Context: an optimization exercise on an open-source flow, tuned for small area, a short achievable clock period and few clock cycles per item. The choices shown serve that exercise and are no tape-out recipe.
The RTL was checked by simulation tests, not by an equivalence proof against the original design.

===== flow/standard.sh =====
#!/bin/bash
# synth_recipe.tcl (not shown) runs the flow's synth.tcl, then flattens the netlist and writes it again
# the make line also repeats each setting of config.mk as NAME=value (left out here)
make -C /OpenROAD-flow-scripts/flow DESIGN_CONFIG=/design/flow/config.mk WORK_HOME=/design/flow/orfs CLKGATE_MAP_FILE= SYNTH_SCRIPT=/design/flow/synth_recipe.tcl "${@:-finish}"

===== flow/constraint.sdc =====
create_clock -name core_clock -period 7.0 [get_ports {clk}]
set_input_delay 1.4000 -clock core_clock [delete_from_list [all_inputs] [get_ports {clk}]]
set_output_delay 1.4000 -clock core_clock [all_outputs]
set_load 0.01 [all_outputs]

===== flow/design.v =====
module xoodoo_nc (
    input         clk,
    input         rst,    
    input         dv,
    input  [95:0] state,
    output [95:0] out,
    output        out_valid
);
    localparam [31:0] RC1 = 32'h00000380;
    localparam [31:0] RC2 = 32'h000000F0;
    localparam [31:0] RC3 = 32'h000001A0;
    wire [31:0] s0 = state[31:0], s1 = state[63:32], s2 = state[95:64];
    wire [31:0] d1, p1, e1, n0_1, t2_1;
    xoo_xor32 #(.K(RC1))  u1_d  (.a(s0), .b(s1), .y(d1));    
    xoo_xor32 #(.K(RC1))  u1_p  (.a(d1), .b(s2), .y(p1));    
    xoo_xor32             u1_e  (.a({p1[26:0], p1[31:27]}), .b({p1[17:0], p1[31:18]}), .y(e1));
    xoo_xor32 #(.K(~RC1)) u1_n0 (.a(s0), .b(e1), .y(n0_1));  
    xoo_xor32             u1_a2 (.a(s2), .b(e1), .y(t2_1));
    wire [31:0] a2_1 = {t2_1[20:0], t2_1[31:21]};
    reg [95:0] r1;    
    always @(posedge clk) r1 <= {a2_1, d1, n0_1};
    wire [31:0] q1_n0 = r1[31:0], q1_d = r1[63:32], q1_a2 = r1[95:64];
    wire [31:0] c1_b0, c1_g, c1_b1, c1_h, c1_b2;
    xoo_mux2i32           u2_b0 (.s(q1_a2), .a1(q1_d), .a0(q1_n0), .y(c1_b0));
    xoo_nand2b32          u2_g  (.a(q1_n0), .b(q1_a2), .y(c1_g));     
    xoo_xor32 #(.K(~32'h0)) u2_b1 (.a(q1_d), .b(c1_g), .y(c1_b1));
    xoo_nand2_32          u2_h  (.a(q1_n0), .b(q1_d), .y(c1_h));      
    xoo_xor32 #(.K(~32'h0)) u2_b2 (.a(q1_a2), .b(c1_h), .y(c1_b2));
    wire [31:0] x0_2 = c1_b0;
    wire [31:0] x1_2 = {c1_b1[30:0], c1_b1[31]};
    wire [31:0] x2_2 = {c1_b2[23:0], c1_b2[31:24]};
    wire [31:0] d2, p2, e2, n0_2, a1_2, t2_2;
    xoo_xor32 #(.K(RC2))  u2_d  (.a(x0_2), .b(x1_2), .y(d2));
    xoo_xor32 #(.K(RC2))  u2_p  (.a(d2), .b(x2_2), .y(p2));
    xoo_xor32             u2_e  (.a({p2[26:0], p2[31:27]}), .b({p2[17:0], p2[31:18]}), .y(e2));
    xoo_xor32 #(.K(~RC2)) u2_n0 (.a(x0_2), .b(e2), .y(n0_2));
    xoo_xor32             u2_a1 (.a(x1_2), .b(e2), .y(a1_2));
    xoo_xor32             u2_a2 (.a(x2_2), .b(e2), .y(t2_2));
    wire [31:0] a2_2 = {t2_2[20:0], t2_2[31:21]};
    wire [31:0] c2_b0, c2_nb1;
    xoo_mux2i32           u2_c0 (.s(a2_2), .a1(d2), .a0(n0_2), .y(c2_b0));
    xoo_mux2i32           u2_c1 (.s(a2_2), .a1(a1_2), .a0(d2), .y(c2_nb1));
    reg [95:0] r2;    
    always @(posedge clk) r2 <= {a2_2, c2_nb1, c2_b0};
    wire [31:0] q2_b0 = r2[31:0], q2_nb1 = r2[63:32], q2_a2 = r2[95:64];
    wire [31:0] c2_g, c2_b2;
    xoo_nor2_32           u3_g  (.a(q2_b0), .b(q2_nb1), .y(c2_g));    
    xoo_xor32             u3_b2 (.a(q2_a2), .b(c2_g), .y(c2_b2));
    wire [31:0] x0_3  = q2_b0;
    wire [31:0] x1n_3 = {q2_nb1[30:0], q2_nb1[31]};
    wire [31:0] x2_3  = {c2_b2[23:0], c2_b2[31:24]};
    wire [31:0] d3, p3, e3, n0_3, t2_3;
    xoo_xor32 #(.K(~RC3)) u3_d  (.a(x0_3), .b(x1n_3), .y(d3));
    xoo_xor32 #(.K(RC3))  u3_p  (.a(d3), .b(x2_3), .y(p3));
    xoo_xor32             u3_e  (.a({p3[26:0], p3[31:27]}), .b({p3[17:0], p3[31:18]}), .y(e3));
    xoo_xor32 #(.K(~RC3)) u3_n0 (.a(x0_3), .b(e3), .y(n0_3));
    xoo_xor32             u3_a2 (.a(x2_3), .b(e3), .y(t2_3));
    wire [31:0] a2_3 = {t2_3[20:0], t2_3[31:21]};
    wire [31:0] c3_b0, c3_g, c3_b1, c3_h, c3_b2;
    xoo_mux2i32           u3_b0 (.s(a2_3), .a1(d3), .a0(n0_3), .y(c3_b0));
    xoo_nand2b32          u3_gg (.a(n0_3), .b(a2_3), .y(c3_g));
    xoo_xor32 #(.K(~32'h0)) u3_b1 (.a(d3), .b(c3_g), .y(c3_b1));
    xoo_nand2_32          u3_h  (.a(n0_3), .b(d3), .y(c3_h));
    xoo_xor32 #(.K(~32'h0)) u3_b2o (.a(a2_3), .b(c3_h), .y(c3_b2));
    reg [95:0] r3;    
    always @(posedge clk)
        r3 <= {c3_b2[23:0], c3_b2[31:24], c3_b1[30:0], c3_b1[31], c3_b0};
    assign out = r3;
    reg [2:0] v;
    always @(posedge clk) begin
        if (rst) v <= 3'b000;
        else     v <= {v[1:0], dv};
    end
    assign out_valid = v[2];
endmodule
module xoo_xor32 #(
    parameter [31:0] K = 32'h0
) (
    input  [31:0] a,
    input  [31:0] b,
    output [31:0] y
);
    assign y = a ^ b ^ K;
endmodule
module xoo_mux2i32 (
    input  [31:0] s,
    input  [31:0] a1,
    input  [31:0] a0,
    output [31:0] y
);
    assign y = ~((s & a1) | (~s & a0));
endmodule
module xoo_nand2b32 (
    input  [31:0] a,
    input  [31:0] b,
    output [31:0] y
);
    assign y = ~(~a & b);
endmodule
module xoo_nand2_32 (
    input  [31:0] a,
    input  [31:0] b,
    output [31:0] y
);
    assign y = ~(a & b);
endmodule
module xoo_nor2_32 (
    input  [31:0] a,
    input  [31:0] b,
    output [31:0] y
);
    assign y = ~(a | b);
endmodule

===== flow/flow/run.sh =====
#!/bin/bash
# The standard layout, with plain buffers (not delay cells) on the ports.
set -euo pipefail
bash standard.sh "BUFFER_PORTS_ARGS=-buffer_cell sky130_fd_sc_hd__buf_2" finish > standard.log 2>&1

===== flow/config.mk =====
export PLATFORM = sky130hd
export DESIGN_NAME = xoodoo_nc
export DESIGN_NICKNAME = xoodoo_nc
export VERILOG_FILES = /design/flow/design.v
export SDC_FILE = /design/flow/constraint.sdc
export NUM_CORES = 4
export LEC_CHECK = 0
export CAP_MARGIN = 20
export CORE_MARGIN = 2
export CORE_UTILIZATION = 75
export CTS_CLUSTER_DIAMETER = 100
export CTS_CLUSTER_SIZE = 25
export PLACE_DENSITY = 0.85
export SETUP_SLACK_MARGIN = 4.5
export SLEW_MARGIN = 20
export SYNTH_HIERARCHICAL = 1

==> flow_summary_export.csv, run 1 <==
group,metric,value,unit
place,dpl-instance-area,0.0150,mm2
place,numPlacedInstances,1678,
logic_synthesis,synth_top_area_share,42.3,%
logic_synthesis,synth_nets,1353,
floorplan,num_rows,49,
logic_synthesis,synth.avg_cell_area,11.0,um2
floorplan,dieWidth,140,um
clock_network,holdBufCountCts,0,
logic_synthesis,yosys.area_share.simple,5.66,%
logic_synthesis,synth.area.mux_share,9.30,%
clock_network,cts_max_level,1,
logic_synthesis,ys_seq_area_share,42.3,%
logic_synthesis,synthAdderAreaFrac,0,%
status,status,"aborted with a tool error",
logic_synthesis,synth_top_family_by_area,"XOR/XNOR gates",
logic_synthesis,synthTopCellsByArea,"dfxtp_1 (42%), xor2_1 (26%), xnor2_1 (17%)",
clock_network,cts_buffer_depth,3,
place,hpwl,28300,um
logic_synthesis,yosysUniqueCellTypes,8,
floorplan,die_h,140,um
timing,worst_path_end_type,"register input",
clock_network,clock_sinks,291,
logic_synthesis,synth_warnings,7,
global_route,grt_max_degree,26,
clock_network,root_buffer,"clkbuf_16",
timing,grt-worst-endpoint,"r2[42]$_DFF_P_/D",
floorplan,ios,196,
logic_synthesis,synth-compound-area-share,0,%
logic_synthesis,synth_area,0.0138,mm2
logic_synthesis,synthCells,1254,
floorplan,start_util,76.7,%
global_route,antenna_found_initial,2,
status,failed_stage,"5_1_grt",
logic_synthesis,yosys.area.top_type,"dfxtp_1",
logic_synthesis,synth-xor-area-share,42.7,%
place,gp_congestion,1.07,
clock_network,cts_buffers,15,
status,firstError,"[ERROR DPL-0033] detailed placement checks failed during check placement.",
place,io_buffer_count,195,
logic_synthesis,ys_seq_elements,291,
worst max-delay path by stage:
stage	start	to	slack, ns
floorplan	state[48]	r1[64]$_DFF_P_	4.72
global placement	state[27]	r1[75]$_DFF_P_	4.19
detailed placement	state[14]	r1[28]$_DFF_P_	4.14
CTS	r1[20]$_DFF_P_	r2[37]$_DFF_P_	4.45
timing repair:
action,in CTS
pin swaps,15
setup endpoints to repair,71
gates resized for setup,90
setup buffers,4
cloned,0
through the flow:
step                worst slack [ns]  hold slack, ns
floorplan                       4.72           0.414
global placement                4.19           0.419
detailed placement              4.14           0.437
CTS                             4.45           0.454
per-module statistics from Yosys, one instance, submodules excluded, excerpt:
module,cell area [um2],times used
xoo_nand2_32,120,2
xoo_nand2b32,200,2
xoodoo_nc,5840,1
xoo_mux2i32,320,4
xoo_nor2_32,120,1
xoo_xor32,280,8
cell families after synthesis:
family,count (synthesis)
xor gates and xnor gates,672
DFF,291
and+or+nand+nor,163
muxes,128
synthesized netlist by cell type (all sizes together):
library cell and instances:
dfxtp 291, mux2i 128, nand2 64, nand2b 64, nor2 32, nor2b 3, xnor2 260, xor2 412
Testbench counts, summed over its fixed seeds: cycles 16,016, items 16,000.
==> run 2: changes to the inputs <==
--- a/flow/config.mk
+++ b/flow/config.mk
@@ -7,10 +7,10 @@
 export LEC_CHECK = 0
 export CAP_MARGIN = 20
 export CORE_MARGIN = 2
-export CORE_UTILIZATION = 75
+export CORE_UTILIZATION = 50
 export CTS_CLUSTER_DIAMETER = 100
 export CTS_CLUSTER_SIZE = 25
-export PLACE_DENSITY = 0.85
+export PLACE_DENSITY = 0.65
 export SETUP_SLACK_MARGIN = 4.5
 export SLEW_MARGIN = 20
 export SYNTH_HIERARCHICAL = 1
==> flow_summary_export.csv, run 2 <==
group,metric,value,unit
routing,drt_wl_total,37600,um
timing,post-route-period-util,36.2,%
timing,setup_violations,0,
global_route,antenna_found_initial,0,
clock_network,cts_tree,"done",
min_path,hp-class,"reg -> reg",
routing,drtPass1Iterations,4,
clock_network,cts_buffer_depth,3,
setup_path,cp.required,7.38,ns
routing,viasPerCell,4.65,
setup_path,critical_path.max_fanout,3,
floorplan,core-area,0.0270,mm2
clock_network,path_clk_slew,0.09,ns
floorplan,dieArea,0.0289,mm2
layout,multi_input_area,0.00971,mm2
layout,drive_gt1_share,29.7,%
timing,whs,0.443,ns
setup_path,setup.worst_path.end_class,"flip-flop",
logic_synthesis,yosys.area.top_type,"dfxtp_1",
place,hpwl,32900,um
clock_network,root_buffer,"clkbuf_16",
timing,worst_pin_slew,0.834,ns
logic_synthesis,synth-edff-count,0,
floorplan,start_util,51.0,%
layout,area_growth_syn_to_layout,27.5,%
floorplan,dieWidth,170,um
timing,finalSetupTns,0,ns
timing,min_period,2.53,ns
setup_path,path_class,"reg -> reg",
logic_synthesis,synthTopCellsByArea,"dfxtp_1 (42%), xor2_1 (26%), xnor2_1 (17%)",
clock_network,cts_max_level,1,
global_route,grt_pass1_wl,53200,um
logic_synthesis,yosysUniqueCellTypes,8,
floorplan,num_rows,60,
layout,finish.net_count,1589,
layout,antenna_cells,0,
setup_path,critPathArrivalTime,2.91,ns
logic_synthesis,ys_seq_area_share,42.3,%
layout,top_regs,"r1: 96 flops, r2: 96 flops, r3: 96 flops",
global_route,overflow,0,
floorplan,die_h,170,um
layout,final_cell_mix,"dfxtp_1 (289), xor2_1 (275), xnor2_1 (213), buf_2 (195), xor2_2 (116)",
logic_synthesis,synth_warnings,7,
place,gp_congestion,0.925,
layout,fillers,2168,
flow_run,cap_violations,0,
place,post-place-ws,3.98,ns
global_route,gr-usage-all-layers,25.8,%
timing,max_freq,395,MHz
global_route,first_global_vias,8518,
logic_synthesis,ys_async_sr_fraction,0,%
logic_synthesis,synthCells,1254,
clock_network,cts_buffers,15,
routing,ant_nets,0,
timing,fin_ws,4.47,ns
logic_synthesis,synth_top_area_share,42.3,%
clock_network,clock_sinks,291,
logic_synthesis,synth_area,0.0138,mm2
logic_synthesis,yosys-top-cells-count,"xor2_1 (412), dfxtp_1 (291), xnor2_1 (260)",
setup_path,path_cells,"nand2b_1, xnor2_2, xor2_2, buf_4, xor2_4, buf_12, xor2_4, xor2_2, mux2i_1",
routing,vias,8512,
setup_path,slowest_stage,"mux2i_1",
routing,drtIter0Drc,402,
timing,final_hold_viol_count,0,
floorplan,ios,196,
timing,skew,0.0147,ns
logic_synthesis,ys_seq_elements,291,
logic_synthesis,synth_nets,1353,
global_route,grt_max_degree,26,
routing,avgRoutedWirePerCell,20.5,um
place,io_buffer_count,195,
routing,drc,0,
clock_network,insertion_delay,0.50,ns
layout,ff_latch_area,0.00583,mm2
logic_synthesis,yosysMostFrequentCell,"xor2_1",
layout,mostFrequentLayoutCell,"dfxtp_1",
timing,slew_headroom,44.0,%
logic_synthesis,synth.avg_cell_area,11.0,um2
logic_synthesis,synth_ff_type,"dfxtp_1",
setup_path,critPathMaxStageDelay,0.37,ns
timing,report.final.slew_viol_count,0,
timing,grt_setup_unrepaired,"true",
status,status,"no timing/DRC/antenna violations",
setup_path,start_kind,"flip-flop",
==> run 2: cell counts after synthesis <==
No cell type changed its count.
==> run 2: final cells by class <==
class	instances	share of cell area (%)
Multi-Input combinational cell	963	55.3
Sequential cell	291	33.2
Timing Repair Buffer	219	6.73
Tap cell	341	2.43
Clock buffer	17	2.29
Clock inverter	1	0.0428
==> run 2: final timing paths <==
kind,startpoint,endpoint,slack (ns),cells after the start
worst max-delay path,r1[24]$_DFF_P_,r2[41]$_DFF_P_,4.47,9
worst min-delay path,v[1]$_SDFF_PP0_,v[2]$_SDFF_PP0_,0.44,1
worst max register to register,r1[24]$_DFF_P_,r2[41]$_DFF_P_,4.47,9
worst min register to register,v[1]$_SDFF_PP0_,v[2]$_SDFF_PP0_,0.44,1
==> run 2: what timing repair did <==
item | CTS | global route
resized for setup | 132 | 102
endpoints found under the hold margin | 0 | 0
pin swaps | 16 | 13
hold buffers | 0 | 0
setup buffers | 16 | 8
gates cloned | 0 | 0
endpoints found under the setup margin | 102 | 82
==> run 2: Yosys stat by module, one instance, submodules excluded, excerpt <==
module,cells,flip-flops and latches,copies in the design
xoo_mux2i32,32,0,4
xoo_nand2_32,32,0,2
xoo_nand2b32,32,0,2
xoo_nor2_32,32,0,1
xoo_xor32,32,0,8
xoodoo_nc,294,291,1
==> run 2: cells by family after synthesis <==
group / after synthesis / synth area share [%]
multiplexers: 128 / 9.30
XOR/XNOR: 672 / 42.7
flip-flops: 291 / 42.3
AND/OR/NAND/NOR: 163 / 5.66
==> run 2: critical path, delay by kind of cell, from the launching register on <==
| kind | cells | cell delay, ns |
|---|---|---|
| flip-flops | 1 | 0.36 |
| AND/OR/NAND/NOR | 1 | 0.19 |
| XOR/XNOR | 5 | 1.19 |
| buffers and inverters | 2 | 0.31 |
| multiplexers | 1 | 0.37 |
==> run 2: per-layer routing <==
layer,global-route usage (%),routed length [um],vias up
li1,-,-,4282
met1,32.0,16000,3935
met2,45.3,18500,237
met3,2.84,1410,58
met4,11.4,1680,0
met5,0,0,-
==> run 2: stage by stage <==
step	instances	instance area [um2]	utilization, %
after global placement	1790	15200	56.1
final	1832	17600	65.0
after detailed placement	1790	15200	56.1
after global routing	1832	17600	65.0
after CTS	1824	16700	61.8
after floorplan	1254	13800	-
==> run 3: changes to the inputs <==
--- a/flow/config.mk
+++ b/flow/config.mk
@@ -7,10 +7,10 @@
 export LEC_CHECK = 0
 export CAP_MARGIN = 20
 export CORE_MARGIN = 2
-export CORE_UTILIZATION = 50
+export CORE_UTILIZATION = 60
 export CTS_CLUSTER_DIAMETER = 100
 export CTS_CLUSTER_SIZE = 25
-export PLACE_DENSITY = 0.65
+export PLACE_DENSITY = 0.7
 export SETUP_SLACK_MARGIN = 4.5
 export SLEW_MARGIN = 20
 export SYNTH_HIERARCHICAL = 1
==> flow_summary_export.csv, run 3 <==
group,metric,value,unit
clock_network,cts_buffer_depth,3,
routing,drtIter0Drc,354,
clock_network,clock_sinks,291,
setup_path,path_cells,"nand2b_1, xnor2_2, xor2_2, xor2_2, xor2_1, xor2_1, buf_4, mux2i_1",
logic_synthesis,yosys-top-cells-count,"xor2_1 (412), dfxtp_1 (291), xnor2_1 (260)",
floorplan,start_util,61.0,%
timing,post-route-period-util,35.9,%
setup_path,slowest_stage,"xor2_1",
layout,ff_latch_area,0.00583,mm2
setup_path,critPathArrivalTime,2.90,ns
setup_path,r2r_end,"r2[52]$_DFF_P_",
floorplan,ios,196,
logic_synthesis,ys_seq_area_share,42.3,%
layout,final_cell_mix,"dfxtp_1 (290), xor2_1 (283), xnor2_1 (226), buf_2 (195), xor2_2 (120)",
routing,drc,0,
setup_path,reg2reg_slack,4.49,ns
place,hpwl,30700,um
logic_synthesis,synth-edff-count,0,
status,status,"no timing/DRC/antenna violations",
logic_synthesis,yosys.area.top_type,"dfxtp_1",
routing,drtPass1Iterations,4,
clock_network,cts_buffers,15,
routing,viasPerCell,4.85,
clock_network,cts_tree,"done",
setup_path,setup.worst_path.end_class,"flip-flop",
timing,final_hold_viol_count,0,
floorplan,die_h,156,um
setup_path,cp-endpoint,"r2[52]$_DFF_P_",
setup_path,path_class,"reg -> reg",
clock_network,path_clk_slew,0.09,ns
logic_synthesis,synth_top_area_share,42.3,%
logic_synthesis,yosysUniqueCellTypes,8,
layout,drive_gt1_share,27.5,%
routing,drt_wl_total,35400,um
timing,slew_headroom,40.9,%
place,gp_congestion,0.941,
timing,finalSetupTns,0,ns
clock_network,cts_max_level,1,
logic_synthesis,ys_async_sr_fraction,0,%
layout,area_growth_syn_to_layout,23.8,%
layout,fillers,1571,
global_route,overflow,0,
timing,min_period,2.51,ns
setup_path,crit_cells,8,
routing,avgRoutedWirePerCell,20.0,um
routing,ant_nets,0,
global_route,grt_pass1_wl,50900,um
logic_synthesis,synthCells,1254,
layout,multi_input_area,0.00934,mm2
setup_path,critPathLaunch,"r1[26]$_DFF_P_",
setup_path,critical_path.max_fanout,3,
timing,grt_setup_unrepaired,"true",
logic_synthesis,synth_ff_type,"dfxtp_1",
logic_synthesis,ys_seq_elements,291,
logic_synthesis,synth_nets,1353,
layout,mostFrequentLayoutCell,"dfxtp_1",
place,io_buffer_count,195,
layout,finish.net_count,1584,
logic_synthesis,synth.avg_cell_area,11.0,um2
floorplan,core-area,0.0226,mm2
floorplan,num_rows,55,
clock_network,root_buffer,"clkbuf_16",
layout,top_regs,"r1: 96 flops, r2: 96 flops, r3: 96 flops",
setup_path,cp_top_family,"XOR/XNOR gates",
floorplan,dieWidth,156,um
logic_synthesis,synthTopCellsByArea,"dfxtp_1 (42%), xor2_1 (26%), xnor2_1 (17%)",
clock_network,holdBufCountCts,0,
logic_synthesis,yosysMostFrequentCell,"xor2_1",
global_route,gr-usage-all-layers,28.8,%
timing,skew,0.0189,ns
global_route,antenna_found_initial,0,
global_route,first_global_vias,8480,
setup_path,rr_startpoint,"r1[26]$_DFF_P_",
setup_path,start_kind,"flip-flop",
setup_path,path_buf_inv,1,
setup_path,reg2reg_depth,8,
timing,worst_pin_slew,0.881,ns
logic_synthesis,synth_area,0.0138,mm2
timing,report.final.slew_viol_count,0,
min_path,hp-class,"reg -> reg",
layout,antenna_cells,0,
logic_synthesis,synth_warnings,7,
timing,max_freq,398,MHz
setup_path,cp.required,7.39,ns
flow_run,cap_violations,0,
floorplan,dieArea,0.0242,mm2
routing,vias,8583,
clock_network,insertion_delay,0.49,ns
timing,setup_violations,0,
setup_path,critPathMaxStageDelay,0.37,ns
global_route,grt_max_degree,26,
run 3: repair_timing:
item,CTS,global route
pin swaps,13,14
gates cloned,0,0
resized for setup,99,89
endpoints found under the hold margin,0,0
setup buffers,9,10
setup endpoints to repair,90,87
run 3: metal layers:
metal	wire length (um)	track usage, %	vias to the layer above
li1	-	-	4269
met1	14300	34.1	3982
met2	17800	52.6	267
met3	1410	3.06	65
met4	1890	13.1	0
met5	0	0	-
run 3: worst register-to-register path: cells and delay by family (launching register included):
kind,cells,cell delay (ns)
buf+inv,1,0.15
mux,1,0.28
flops,1,0.34
xor+xnor,5,1.45
simple gates,1,0.18
run 3: cells by family (layout without fill, tap and decap cells):
| group | Yosys count | count (layout) | synth area share [%] |
|---|---|---|---|
| flops | 291 | 291 | 42.3 |
| buf+inv | 0 | 231 | 0 |
| xor+xnor | 672 | 672 | 42.7 |
| simple gates | 163 | 163 | 5.66 |
| mux | 128 | 128 | 9.30 |
run 3: final cells by class:
type                            count  share of cell area [%]
Clock buffer                       15                    2.20
Sequential cell                   291                    34.2
Multi-Input combinational cell    963                    54.8
Clock inverter                      2                   0.220
Tap cell                          285                    2.09
Timing Repair Buffer              214                    6.56
run 3: how the worst min path moves through the flow:
stage,from,endpoint,slack (ns),cells past startpoint
detailed placement,v[1]$_SDFF_PP0_,v[2]$_SDFF_PP0_,0.43,1
global placement,v[0]$_SDFF_PP0_,v[1]$_SDFF_PP0_,0.42,1
global route,v[1]$_SDFF_PP0_,v[2]$_SDFF_PP0_,0.46,1
floorplan,v[0]$_SDFF_PP0_,v[1]$_SDFF_PP0_,0.41,1
CTS,v[1]$_SDFF_PP0_,v[2]$_SDFF_PP0_,0.45,1
finish,v[1]$_SDFF_PP0_,v[2]$_SDFF_PP0_,0.45,1
run 3: Yosys stat by module (local to each module, per instance), a selection:
module | copies in the design | flip-flops and latches | cells inside | area [um2]
xoo_xor32 | 8 | 0 | 32 | 280
xoo_nand2_32 | 2 | 0 | 32 | 120
xoo_mux2i32 | 4 | 0 | 32 | 320
xoodoo_nc | 1 | 291 | 294 | 5840
xoo_nand2b32 | 2 | 0 | 32 | 200
xoo_nor2_32 | 1 | 0 | 32 | 120
run 3: through the flow:
stage	utilization [%]	setup slack, ns	cell area (um2)	std cells	hold WS [ns]
after global placement	66.9	3.98	15100	1734	0.419
after CTS	72.3	4.46	16300	1760	0.454
after detailed placement	66.9	3.97	15100	1734	0.434
after floorplan	-	4.72	13800	1254	0.414
after global routing	75.5	4.37	17100	1770	0.457
final	75.5	4.49	17100	1770	0.450
==> run 4: changes to the inputs <==
==> flow/flow/run.sh (replaced) <==
#!/bin/bash
# The standard layout, with plain buffers (not delay cells) on the ports.
set -euo pipefail
bash standard.sh "BUFFER_PORTS_ARGS=-buffer_cell sky130_fd_sc_hd__buf_1" finish > standard.log 2>&1
==> flow_summary_export.csv, run 4 <==
group,metric,value,unit
floorplan,start_util,61.0,%
clock_network,cts_tree,"done",
logic_synthesis,synthTopCellsByArea,"dfxtp_1 (42%), xor2_1 (26%), xnor2_1 (17%)",
setup_path,start_kind,"flip-flop",
setup_path,setup.worst_path.end_class,"flip-flop",
logic_synthesis,synthCells,1254,
setup_path,slowest_stage,"dfxtp_1",
logic_synthesis,yosysUniqueCellTypes,8,
timing,skew,0.0178,ns
routing,drt_wl_total,35600,um
clock_network,clock_sinks,291,
timing,max_freq,395,MHz
setup_path,cp.required,7.38,ns
layout,drive_gt1_share,15.7,%
setup_path,critical_path.max_fanout,3,
global_route,first_global_vias,8536,
logic_synthesis,ys_seq_elements,291,
clock_network,insertion_delay,0.50,ns
place,io_buffer_count,195,
floorplan,num_rows,55,
flow_run,cap_violations,0,
global_route,grt_max_degree,26,
min_path,hp-class,"reg -> reg",
logic_synthesis,synth_top_area_share,42.3,%
layout,finish.net_count,1589,
setup_path,critPathMaxStageDelay,0.45,ns
floorplan,core-area,0.0226,mm2
routing,drtPass1Iterations,4,
logic_synthesis,synth.avg_cell_area,11.0,um2
clock_network,path_clk_slew,0.09,ns
min_path,hp-start,"v[0]$_SDFF_PP0_",
floorplan,dieWidth,156,um
global_route,overflow,0,
clock_network,cts_buffers,15,
timing,slew_headroom,48.7,%
global_route,grt_pass1_wl,50200,um
routing,drtIter0Drc,300,
timing,finalSetupTns,0,ns
setup_path,path_class,"reg -> reg",
logic_synthesis,synth-edff-count,0,
setup_path,path_cells,"nand2b_1, xnor2_2, xor2_2, xor2_2, buf_4, xor2_2, xor2_2, mux2i_1",
routing,vias,8614,
status,status,"no timing/DRC/antenna violations",
timing,min_period,2.53,ns
setup_path,worst_path_most_repeated_cell,"xor2_2",
setup_path,path_buf_inv,1,
timing,report.final.slew_viol_count,0,
logic_synthesis,synth_nets,1353,
routing,drc,0,
place,hpwl,30400,um
global_route,antenna_found_initial,0,
min_path,min_path_cells,1,
layout,area_growth_syn_to_layout,23.4,%
routing,viasPerCell,4.85,
place,gp_congestion,0.952,
logic_synthesis,synth_warnings,7,
min_path,hold_path_end,"v[1]$_SDFF_PP0_",
logic_synthesis,ys_seq_area_share,42.3,%
layout,antenna_cells,0,
floorplan,ios,196,
layout,mostFrequentLayoutCell,"dfxtp_1",
timing,post-route-period-util,36.1,%
logic_synthesis,yosysMostFrequentCell,"xor2_1",
timing,setup_violations,0,
clock_network,cts_max_level,1,
layout,fillers,1580,
layout,top_regs,"r1: 96 flops, r2: 96 flops, r3: 96 flops",
layout,final_cell_mix,"dfxtp_1 (291), xor2_1 (284), xnor2_1 (216), buf_1 (195), xor2_2 (116)",
logic_synthesis,synth_area,0.0138,mm2
logic_synthesis,yosys.area.top_type,"dfxtp_1",
global_route,gr-usage-all-layers,28.6,%
setup_path,reg2reg_depth,8,
floorplan,dieArea,0.0242,mm2
logic_synthesis,synth_ff_type,"dfxtp_1",
routing,avgRoutedWirePerCell,20.1,um
routing,ant_nets,0,
logic_synthesis,ys_async_sr_fraction,0,%
floorplan,die_h,156,um
timing,grt_setup_unrepaired,"true",
setup_path,rr_startpoint,"r1[82]$_DFF_P_",
clock_network,cts_buffer_depth,3,
setup_path,critPathArrivalTime,2.91,ns
setup_path,cp_top_family,"XOR/XNOR gates",
timing,worst_pin_slew,0.763,ns
setup_path,r2r_end,"r2[35]$_DFF_P_",
clock_network,root_buffer,"clkbuf_16",
timing,final_hold_viol_count,0,
logic_synthesis,yosys-top-cells-count,"xor2_1 (412), dfxtp_1 (291), xnor2_1 (260)",
setup_path,reg2reg_slack,4.47,ns
[run 4: final cells by class]
type                            count  area [um2]  area share (%)
Multi-Input combinational cell    963        9510            55.9
Timing Repair Buffer              219         912            5.37
Tap cell                          285         357            2.10
Sequential cell                   291        5830            34.3
Clock buffer                       15         375            2.21
Clock inverter                      2        20.0           0.118
[run 4: per-module statistics from Yosys (local to each module, per instance), a selection]
module / area (um2) / flip-flops and latches / cells inside / times used
xoodoo_nc: 5840 / 291 / 294 / 1
xoo_nand2b32: 200 / 0 / 32 / 2
xoo_nor2_32: 120 / 0 / 32 / 1
xoo_xor32: 280 / 0 / 32 / 8
xoo_mux2i32: 320 / 0 / 32 / 4
xoo_nand2_32: 120 / 0 / 32 / 2
[run 4: layer usage]
| metal | track usage (%) | share of wire (%) | vias to the layer above |
|---|---|---|---|
| met1 | 33.8 | 40 | 3989 |
| met4 | 15.3 | 6.0 | 0 |
| met5 | 0 | 0 | - |
| met3 | 4.04 | 4.3 | 81 |
| met2 | 50.5 | 49 | 283 |
| li1 | - | - | 4261 |
[run 4: through the flow]
| step | hold slack, ns | std cells | setup slack [ns] | area, um2 | utilization [%] |
|---|---|---|---|---|---|
| after CTS | 0.460 | 1762 | 4.47 | 16100 | 71.3 |
| final | 0.454 | 1775 | 4.47 | 17000 | 75.3 |
| after floorplan | 0.414 | 1254 | 4.72 | 13800 | - |
| after global routing | 0.475 | 1775 | 4.37 | 17000 | 75.3 |
| after detailed placement | 0.436 | 1734 | 4.10 | 14900 | 65.8 |
| after global placement | 0.420 | 1734 | 4.14 | 14900 | 65.8 |
[run 4: cells by family (layout without fill, tap and decap cells)]
group         count (synthesis)  after routing  synth area share [%]
mux                         128            128                  9.30
flops                       291            291                  42.3
simple gates                163            163                  5.66
buf+inv                       0            236                     0
xor+xnor                    672            672                  42.7
[run 4: worst max-delay path by stage]
stage                   start              to  slack [ns]  depth (start not counted)
2_1_floorplan       state[48]  r1[64]$_DFF_P_        4.72                          4
3_3_place_gp         state[1]   r1[6]$_DFF_P_        4.14                          5
3_5_place_dp        state[19]   r1[1]$_DFF_P_        4.10                          5
4_1_cts        r1[91]$_DFF_P_  r2[44]$_DFF_P_        4.47                          8
5_1_grt        r1[95]$_DFF_P_  r2[57]$_DFF_P_        4.37                          8
6_report       r1[82]$_DFF_P_  r2[35]$_DFF_P_        4.47                          8
[run 4: what timing repair did]
action	4_1_cts	5_1_grt
gates cloned	0	0
buffers inserted	11	13
resized for setup	103	108
pin swaps	21	20
endpoints found under the setup margin	83	92
hold buffers	0	0
[run 4: worst register-to-register path, stage by stage (launching register included)]
cell,delay (ns)
dfxtp_1,0.45
nand2b_1,0.13
xnor2_2,0.30
xor2_2,0.30
xor2_2,0.15
buf_4,0.16
xor2_2,0.24
xor2_2,0.32
mux2i_1,0.37
==> run 5: changes to the inputs <==
==> flow/flow/run.sh (replaced) <==
#!/bin/bash
# The standard layout, with plain buffers (not delay cells) on the ports.
set -euo pipefail
bash standard.sh "BUFFER_PORTS_ARGS=-buffer_cell sky130_fd_sc_hd__buf_2" finish > standard.log 2>&1
--- a/flow/config.mk
+++ b/flow/config.mk
@@ -8,8 +8,8 @@
 export CAP_MARGIN = 20
 export CORE_MARGIN = 2
 export CORE_UTILIZATION = 60
-export CTS_CLUSTER_DIAMETER = 100
-export CTS_CLUSTER_SIZE = 25
+export CTS_CLUSTER_DIAMETER = 120
+export CTS_CLUSTER_SIZE = 30
 export PLACE_DENSITY = 0.7
 export SETUP_SLACK_MARGIN = 4.5
 export SLEW_MARGIN = 20
==> flow_summary_export.csv, run 5 <==
group,metric,value,unit
place,numPlacedInstances,1734,
logic_synthesis,ys_async_sr_fraction,0,%
timing,min_period,2.56,ns
status,status,"no timing/DRC/antenna violations",
setup_path,r2r_end,"r2[33]$_DFF_P_",
routing,ant_nets,0,
setup_path,path_class,"reg -> reg",
logic_synthesis,yosys-top-cells-count,"xor2_1 (412), dfxtp_1 (291), xnor2_1 (260)",
timing,max_freq,391,MHz
clock_network,path_clk_slew,0.12,ns
layout,final_cell_count_no_fill,1770,
logic_synthesis,synthAdderAreaFrac,0,%
timing,fin_ws,4.44,ns
floorplan,dieArea,0.0242,mm2
logic_synthesis,synth_nets,1353,
clock_network,clock_sinks,291,
clock_network,cts_buffers,13,
timing,post-route-period-util,36.6,%
layout,mostFrequentLayoutCell,"dfxtp_1",
logic_synthesis,synthTopCellsByArea,"dfxtp_1 (42%), xor2_1 (26%), xnor2_1 (17%)",
layout,postLayoutCellArea,0.0172,mm2
timing,setup_violations,0,
flow_run,cap_violations,0,
setup_path,reg2reg_slack,4.44,ns
logic_synthesis,synth-edff-count,0,
place,hpwl,30700,um
layout,top_regs,"r1: 96 flops, r2: 96 flops, r3: 96 flops",
routing,drtPass1Iterations,4,
timing,worst_pin_slew,0.788,ns
setup_path,critical_path.max_fanout,3,
place,io_buffer_count,195,
logic_synthesis,synth_warnings,7,
setup_path,setup.worst_path.end_class,"flip-flop",
routing,drtIter0Drc,326,
timing,skew,0.0283,ns
layout,area_growth_syn_to_layout,24.7,%
clock_network,cts_tree,"done",
setup_path,critPathArrivalTime,3.00,ns
logic_synthesis,synth_top_area_share,42.3,%
min_path,min_path_cells,1,
timing,report.final.slew_viol_count,0,
logic_synthesis,synth.area.mux_share,9.30,%
timing,final_hold_viol_count,0,
logic_synthesis,yosysMostFrequentCell,"xor2_1",
layout,drive_gt1_share,28.4,%
logic_synthesis,synth-xor-area-share,42.7,%
routing,vias,8605,
clock_network,holdBufCountCts,0,
layout,finish.net_count,1585,
timing,whs,0.449,ns
floorplan,die_h,156,um
global_route,gr-usage-all-layers,28.8,%
clock_network,root_buffer,"clkbuf_16",
logic_synthesis,yosys.area.top_type,"dfxtp_1",
clock_network,insertion_delay,0.50,ns
place,gp_congestion,0.941,
floorplan,core-area,0.0226,mm2
min_path,hold_path_end,"v[2]$_SDFF_PP0_",
routing,avgRoutedWirePerCell,20.2,um
setup_path,rr_startpoint,"r1[80]$_DFF_P_",
layout,final_cell_mix,"dfxtp_1 (291), xor2_1 (275), xnor2_1 (224), buf_2 (195), xor2_2 (121)",
floorplan,ios,196,
floorplan,dieWidth,156,um
logic_synthesis,ys_seq_area_share,42.3,%
global_route,grt_max_degree,31,
routing,drc,0,
place,dpl-instance-area,0.0151,mm2
logic_synthesis,synth_area,0.0138,mm2
clock_network,cts_max_level,1,
routing,viasPerCell,4.86,
logic_synthesis,synthCells,1254,
timing,slew_headroom,47.1,%
logic_synthesis,synth.avg_cell_area,11.0,um2
clock_network,cts_buffer_depth,3,
logic_synthesis,ys_seq_elements,291,
setup_path,start_kind,"flip-flop",
min_path,hp-start,"v[1]$_SDFF_PP0_",
min_path,hp-class,"reg -> reg",
global_route,first_global_vias,8384,
global_route,overflow,0,
global_route,grt_pass1_wl,50700,um
setup_path,reg2reg_depth,7,
global_route,antenna_found_initial,0,
floorplan,start_util,61.0,%
logic_synthesis,synth_ff_type,"dfxtp_1",
logic_synthesis,yosys.area_share.simple,5.66,%
layout,post-route-util,76.1,%
routing,drt_wl_total,35700,um
timing,grt_setup_unrepaired,"true",
timing,finalSetupTns,0,ns
logic_synthesis,yosysUniqueCellTypes,8,
setup_path,cp.required,7.44,ns
floorplan,num_rows,55,
logic_synthesis,synth-compound-area-share,0,%
layout,antenna_cells,0,
place,post-place-ws,3.97,ns
logic_synthesis,synth_top_family_by_area,"XOR/XNOR gates",
## run 5: layout make-up
type / instances / area, um2
multi-input combinational: 963 / 9510
clock buffer: 13 / 325
tap: 285 / 357
fill: 1548 / 5400
clock inverter: 1 / 11.3
timing repair buffer: 217 / 1140
sequential: 291 / 5830
## run 5: worst max-delay path by stage
stage	startpoint	end	cells after the start
floorplan	state[48]	r1[64]$_DFF_P_	4
global placement	state[14]	r1[28]$_DFF_P_	5
detailed placement	state[14]	r1[71]$_DFF_P_	5
CTS	r1[23]$_DFF_P_	r2[8]$_DFF_P_	7
global route	r1[64]$_DFF_P_	r2[49]$_DFF_P_	8
finish	r1[80]$_DFF_P_	r2[33]$_DFF_P_	7
## run 5: worst max-delay path: stages, from the launching register on
cell and delay [ns]:
dfxtp_1 0.46, nand2b_1 0.13, xnor2_2 0.38, xor2_2 0.32, xor2_4 0.28, xor2_2 0.37
xor2_2 0.30, mux2i_1 0.25
## run 5: repair_timing
item	in CTS	in global routing
setup endpoints to repair	92	87
resized for setup	100	108
gates cloned	0	0
pin swaps	14	19
setup buffers	7	15
## run 5: per-layer routing
metal	global-route usage (%)	routed length, um	up-vias
li1	-	-	4267
met1	34.1	14600	4014
met2	52.5	18000	264
met3	3.23	1310	60
met4	13.1	1780	0
met5	0	0	-
## run 5: cells by family after synthesis
logic type       count (synthesis)
multiplexers                   128
flip-flops                     291
AND/OR/NAND/NOR                163
XOR/XNOR                       672
## run 5: per-module statistics from Yosys, one instance, submodules excluded, excerpt
module,flip-flops and latches,cell area (um2),copies in the design
xoodoo_nc,291,5840,1
xoo_mux2i32,0,320,4
xoo_xor32,0,280,8
xoo_nand2b32,0,200,2
xoo_nand2_32,0,120,2
xoo_nor2_32,0,120,1
==> run 6: changes to the inputs <==
==> flow/flow/run.sh (replaced) <==
#!/bin/bash
# The standard layout, with plain buffers (not delay cells) on the ports and
# no dummy loads in the clock tree.
set -euo pipefail
bash standard.sh "BUFFER_PORTS_ARGS=-buffer_cell sky130_fd_sc_hd__buf_2" \
  "CTS_ARGS=-sink_clustering_enable -repair_clock_nets -dont_use_dummy_load -sink_clustering_size 25 -sink_clustering_max_diameter 100" \
  finish > standard.log 2>&1
--- a/flow/config.mk
+++ b/flow/config.mk
@@ -8,8 +8,8 @@
 export CAP_MARGIN = 20
 export CORE_MARGIN = 2
 export CORE_UTILIZATION = 60
-export CTS_CLUSTER_DIAMETER = 120
-export CTS_CLUSTER_SIZE = 30
+export CTS_CLUSTER_DIAMETER = 100
+export CTS_CLUSTER_SIZE = 25
 export PLACE_DENSITY = 0.7
 export SETUP_SLACK_MARGIN = 4.5
 export SLEW_MARGIN = 20
==> flow_summary_export.csv, run 6 <==
group,metric,value,unit
layout,fillers,1573,
floorplan,dieArea,0.0242,mm2
logic_synthesis,yosysUniqueCellTypes,8,
timing,min_period,2.55,ns
logic_synthesis,synth.avg_cell_area,11.0,um2
logic_synthesis,synthCells,1254,
layout,mostFrequentLayoutCell,"dfxtp_1",
global_route,antenna_found_initial,0,
clock_network,insertion_delay,0.49,ns
setup_path,rr_startpoint,"r1[81]$_DFF_P_",
setup_path,cp.required,7.38,ns
timing,report.final.slew_viol_count,0,
status,status,"no timing/DRC/antenna violations",
routing,drc,0,
logic_synthesis,yosysMostFrequentCell,"xor2_1",
flow_run,cap_violations,0,
setup_path,reg2reg_slack,4.45,ns
floorplan,die_h,156,um
setup_path,start_kind,"flip-flop",
logic_synthesis,ys_seq_elements,291,
timing,max_freq,392,MHz
global_route,grt_pass1_wl,51000,um
floorplan,dieWidth,156,um
clock_network,holdBufCountCts,0,
clock_network,clock_sinks,291,
logic_synthesis,synth_area,0.0138,mm2
setup_path,critical_path.max_fanout,3,
logic_synthesis,synth_top_area_share,42.3,%
logic_synthesis,ys_seq_area_share,42.3,%
clock_network,root_buffer,"clkbuf_16",
global_route,met1_usage,34.1,%
routing,avgRoutedWirePerCell,20.0,um
min_path,hp-start,"v[1]$_SDFF_PP0_",
place,hpwl,30700,um
floorplan,num_rows,55,
timing,grt_setup_unrepaired,"true",
clock_network,cts_buffers,15,
layout,top_regs,"r1: 96 flops, r2: 96 flops, r3: 96 flops",
routing,drt_wl_total,35400,um
clock_network,cts_max_level,1,
routing,vias,8606,
min_path,hp-class,"reg -> reg",
timing,fin_ws,4.45,ns
logic_synthesis,synth_ff_type,"dfxtp_1",
setup_path,path_class,"reg -> reg",
setup_path,setup.worst_path.end_class,"flip-flop",
logic_synthesis,synth-edff-count,0,
setup_path,critPathMaxStageDelay,0.41,ns
clock_network,cts_tree,"done",
logic_synthesis,synth_nets,1353,
global_route,gr-usage-all-layers,28.8,%
global_route,grt_max_degree,26,
layout,area_growth_syn_to_layout,23.3,%
min_path,min_path_cells,1,
routing,drtPass1Iterations,4,
clock_network,path_clk_slew,0.09,ns
setup_path,slowest_stage,"dfxtp_1",
global_route,use_met3,3.06,%
logic_synthesis,yosys.area.top_type,"dfxtp_1",
logic_synthesis,yosys-top-cells-count,"xor2_1 (412), dfxtp_1 (291), xnor2_1 (260)",
routing,viasPerCell,4.87,
setup_path,worst_path_most_repeated_cell,"xor2_2",
timing,whs,0.450,ns
place,post-place-ws,3.97,ns
floorplan,core-area,0.0226,mm2
global_route,overflow,0,
timing,worst_pin_slew,0.853,ns
routing,ant_nets,0,
logic_synthesis,synthTopCellsByArea,"dfxtp_1 (42%), xor2_1 (26%), xnor2_1 (17%)",
timing,setup_violations,0,
timing,slew_headroom,42.7,%
global_route,first_global_vias,8455,
setup_path,critPathArrivalTime,2.93,ns
global_route,met2_usage,52.6,%
logic_synthesis,synth_warnings,7,
timing,final_hold_viol_count,0,
place,io_buffer_count,195,
timing,skew,0.0178,ns
routing,drtIter0Drc,325,
layout,drive_gt1_share,27.2,%
timing,finalSetupTns,0,ns
floorplan,ios,196,
clock_network,cts_buffer_depth,3,
floorplan,start_util,61.0,%
layout,antenna_cells,0,
setup_path,reg2reg_depth,8,
min_path,hold_path_end,"v[2]$_SDFF_PP0_",
setup_path,r2r_end,"r2[11]$_DFF_P_",
setup_path,path_cells,"nand2b_1, xnor2_1, xor2_1, xor2_2, buf_4, xor2_2, xor2_2, mux2i_1",
place,gp_congestion,0.941,
layout,finish.net_count,1583,
global_route,top_usage_layer,"met2",
layout,final_cell_mix,"dfxtp_1 (290), xor2_1 (284), xnor2_1 (228), buf_2 (195), xor2_2 (119)",
logic_synthesis,ys_async_sr_fraction,0,%
timing,post-route-period-util,36.4,%
-- run 6: cell counts after synthesis --
No cell type changed its count.
-- run 6: per-stage QoR --
stage          cell area (um2)  cells  util, %
2_1_floorplan            13800   1254        -
3_3_place_gp             15100   1734     66.9
3_5_place_dp             15100   1734     66.9
4_1_cts                  16300   1758     72.1
5_1_grt                  17000   1767     75.2
6_report                 17000   1767     75.2
-- run 6: how the worst max path moves through the flow --
stage	start	to	slack, ns
final	r1[81]$_DFF_P_	r2[11]$_DFF_P_	4.45
after floorplan	state[48]	r1[64]$_DFF_P_	4.72
after CTS	r1[93]$_DFF_P_	r2[14]$_DFF_P_	4.47
after global routing	r1[81]$_DFF_P_	r2[11]$_DFF_P_	4.34
after detailed placement	state[14]	r1[71]$_DFF_P_	3.97
after global placement	state[14]	r1[28]$_DFF_P_	3.98
-- run 6: kinds of logic (layout without fill, tap and decap cells) --
logic type                Yosys count  count (layout)  share of synthesized area (%)
and+or+nand+nor                   163             163                           5.66
DFF                               291             291                           42.3
xor gates and xnor gates          672             672                           42.7
buffers and inverters               0             228                              0
muxes                             128             128                           9.30
-- run 6: cell type report --
cell class	count	area, um2	share of cell area, %
Clock buffer	15	375	2.21
Tap cell	285	357	2.10
Timing Repair Buffer	213	1110	6.54
Sequential cell	291	5830	34.3
Multi-Input combinational cell	963	9310	54.8
-- run 6: layer usage --
metal  wire length (um)  part of all wire [%]
met4               1730                   4.9
met2              17900                    51
met1              14300                    40
met5                  0                     0
met3               1460                   4.1
-- run 6: what timing repair did --
item | 4_1_cts | 5_1_grt
cloned | 0 | 0
buffers inserted | 9 | 9
gates resized for setup | 99 | 86
pin swaps | 14 | 14
setup endpoints to repair | 88 | 83
-- run 6: critical path: cells and delay by family (launching register included) --
kind / cells / cell delay (ns)
flip-flops: 1 / 0.41
XOR/XNOR: 5 / 1.43
multiplexers: 1 / 0.33
buffers and inverters: 1 / 0.19
AND/OR/NAND/NOR: 1 / 0.09
-- run 6: modules after synthesis, one instance, submodules excluded, a selection --
module | cells inside | times used | flops+latches
xoodoo_nc | 294 | 1 | 291
xoo_mux2i32 | 32 | 4 | 0
xoo_nor2_32 | 32 | 1 | 0
xoo_xor32 | 32 | 8 | 0
xoo_nand2b32 | 32 | 2 | 0
xoo_nand2_32 | 32 | 2 | 0

==> what the ideal ports hide <==
The results above use ideal ports. As a check the final layouts listed here were re-extracted and re-timed, cells and wires unchanged.
Step 1, drivers: a clkbuf_16 drives clk and a buf_2 each remaining input, both assumed.
Step 2 times the ports against the registers' clock, not the clock port: input delays grow and output delays shrink by t, the midpoint of the rising clock arrivals with the driver on.
a / b / c = ideal ports / drivers / drivers and shift; a / b = the first two.
| run | shift t [ns] | setup slack, ns | hold slack, ns |
|---|---|---|---|
| run 2 | 0.540 | 4.469 / 4.469 / 4.029 | 0.443 / 0.443 / 0.443 |
| run 3 | 0.532 | 4.489 / 4.489 / 4.151 | 0.450 / 0.450 / 0.450 |
| run 4 | 0.548 | 4.471 / 4.471 / 4.117 | 0.454 / 0.454 / 0.454 |
| run 5 | 0.544 | 4.440 / 4.440 / 4.141 | 0.449 / 0.449 / 0.449 |
| run 6 | 0.531 | 4.449 / 4.449 / 4.109 | 0.450 / 0.450 / 0.450 |
After both steps every run listed still meets setup and hold. The setup slack of run 2, which loses most, moves by 0.000 ns with the drivers and by -0.440 ns with both steps.
